Context: an optimization exercise on an open-source flow, tuned for small area, a short achievable clock period and few clock cycles per item. The choices shown serve that exercise and are no tape-out recipe.
In this exercise RTL edits were held to simulation tests only and were not proved equivalent to the original.
No activity file was given, so power comes from the tool's default toggle rates.

Setup of the previous run:
==> flow/design.v <==
`timescale 1ns / 1ps
module mltp (
  input S, CLK, Clr,
  input [7:0] Binput, Qinput,
  output reg [7:0] A, Q,
  output reg R  
);
  always @(posedge CLK)
    if (S) {A, Q} <= Binput * Qinput;
  always @(posedge CLK or negedge Clr)
    if (~Clr) R <= 1'b0;
    else if (S) R <= 1'b1;
endmodule
Settings: LEC_CHECK=0, CAP_MARGIN=20, CORE_MARGIN=2, CORE_UTILIZATION=40, SLEW_MARGIN=20; clock period 5.0 ns.
run.sh (not shown) runs the stock make flow with config.mk's settings and CLKGATE_MAP_FILE= SYNTH_SCRIPT=/design/flow/synth_recipe.tcl, a recipe that flattens the netlist after the stock synthesis.
Having completed the whole flow, the previous run delivered a layout that passed the timing, design-rule and antenna checks.
Testbench counts of the previous run, summed over its fixed seeds: cycles 2,048, products 2,048.
Input changes introduced in the current run (baseline for comparison: the previous run):
==> flow/design.v <==
`timescale 1ns / 1ps
module mltp (
  input S, CLK, Clr,
  input [7:0] Binput, Qinput,
  output [7:0] A, Q,
  output reg R  
);
  reg [7:0] B, M;
  always @(posedge CLK)
    if (S) begin
      B <= Binput;
      M <= Qinput;
    end
  assign {A, Q} = B * M;
  always @(posedge CLK or negedge Clr)
    if (~Clr) R <= 1'b0;
    else if (S) R <= 1'b1;
endmodule
### Flow results
- Although the current run finished all stages, its layout failed final checks on negative setup slack.
- Setup slack after placement (the current run over the previous run): decrease, 140 ps
- Re total length of routed wires: the current run is 17 um down on the previous run.
- Post-route clock period utilization, the current run and the previous run: smaller value in the previous run
- Comparing the current run and the previous run, the lower post-route standard cell area excluding fillers was measured on the previous run.
- Summary — setup fix buffers added after clock tree synthesis, the current run relative to the previous run: higher, by 12.
- Re relative contribution of combinational cells to total power: the current run and the previous run aren't equal, and the higher value belongs to the current run.
- Re minimum clock period after layout: the previous run was lower than the current run.
- The final reports for the current run and the previous run show worst-skew pair later-pin latency lower in the former.
- | number of clock buffers in the layout | the current run vs the previous run | 1 higher |
- The lower total power came out of the previous run.
Testbench counts of the current run, summed over its fixed seeds: cycles 2,048, products 2,048.

--- another note on this design; it stands on its own ---

Design mltp, start of the top module:
module mltp (
  input S, CLK, Clr,
  input [7:0] Binput, Qinput,
  output [7:0] A, Q,
  output reg R  
);
export LEC_CHECK = 0
export CAP_MARGIN = 20
export CORE_MARGIN = 2
export CORE_UTILIZATION = 40
export SETUP_SLACK_MARGIN = 1.7
export SLEW_MARGIN = 20
export SYNTH_HIERARCHICAL = 1
export SYNTH_MINIMUM_KEEP_SIZE = 0
create_clock -name core_clock -period 5.0 [get_ports {CLK}]
standard.sh (not shown) runs the stock make flow with config.mk's settings and CLKGATE_MAP_FILE= SYNTH_SCRIPT=/design/flow/synth_recipe.tcl, a recipe that flattens the netlist after the stock synthesis.
==> flow/flow/run.sh <==
#!/bin/bash
# The standard layout (standard.sh, unchanged synthesis), with two layout
# settings changed: the port buffers are plain buffers (buf_2) instead of the
# delay cells buffer_ports picks by default, and the resizer may swap a cell
# for one of another footprint (MATCH_CELL_FOOTPRINT=0), so it can size them.
# The full output of make (every ORFS step, each also logged under
# orfs/logs/) goes to make.log.
set -euo pipefail
bash standard.sh MATCH_CELL_FOOTPRINT=0 \
  "BUFFER_PORTS_ARGS=-buffer_cell sky130_fd_sc_hd__buf_2" finish > make.log 2>&1
Testbench counts at the start, summed over its fixed seeds: cycles 2,048, products 2,048.
Change:
--- a/flow/config.mk
+++ b/flow/config.mk
@@ -10,3 +10,3 @@
 export CORE_UTILIZATION = 40
-export SETUP_SLACK_MARGIN = 1.7
+export SETUP_SLACK_MARGIN = 2.1
 export SLEW_MARGIN = 20
The changed run ran to the end with no violations.
Clock skew stays the same.
Die area is unchanged.
Power came out higher by roughly a tenth.
Setup slack gains 0.15 ns.
Area after synthesis does not change.
First-iteration DRC count came out lower by well over a third.
Design area came out higher by about a fifth.
Via count came out higher by a few percent.
Routed wire length came out higher by roughly a tenth.
Sequential share of layout area came out lower by 4.4 points.
Cell count came out higher by a few percent.

port drivers added, routing unchanged:
The results above use ideal ports. As a check the final layouts listed here were re-extracted and re-timed, cells and wires unchanged.
Step 1 (the two cells are an assumption about what drives the block):
set clk [get_ports {CLK}]
set_driving_cell -lib_cell sky130_fd_sc_hd__clkbuf_16 $clk
set_driving_cell -lib_cell sky130_fd_sc_hd__buf_2 [delete_from_list [all_inputs] $clk]
Step 2 times the ports against the registers' clock, not the clock port: input delays grow and output delays shrink by t, the midpoint of the rising clock arrivals with the driver on.
Slacks: no drivers / after step 1 / after step 2; pairs: no drivers / after step 1.
run	t (ns)	setup WS [ns]	latest minus earliest clock arrival (ns)	worst slew at a driven data input, ns
the previous run	0.286	0.174 / 0.184 / -0.103	0.013 / 0.013	0.03
the current run	0.261	-0.287 / -0.307 / -0.046	0.006 / 0.006	0.03
the first run of note 2	0.282	1.842 / 1.846 / 1.564	0.004 / 0.004	0.03
the second run of note 2	0.276	1.997 / 1.970 / 1.694	0.002 / 0.002	0.07
With both steps, setup timing fails in the previous run, where it was met with ideal ports. The setup slack of the second run of note 2, which loses most, moves by -0.027 ns with the drivers and by -0.303 ns with both steps.
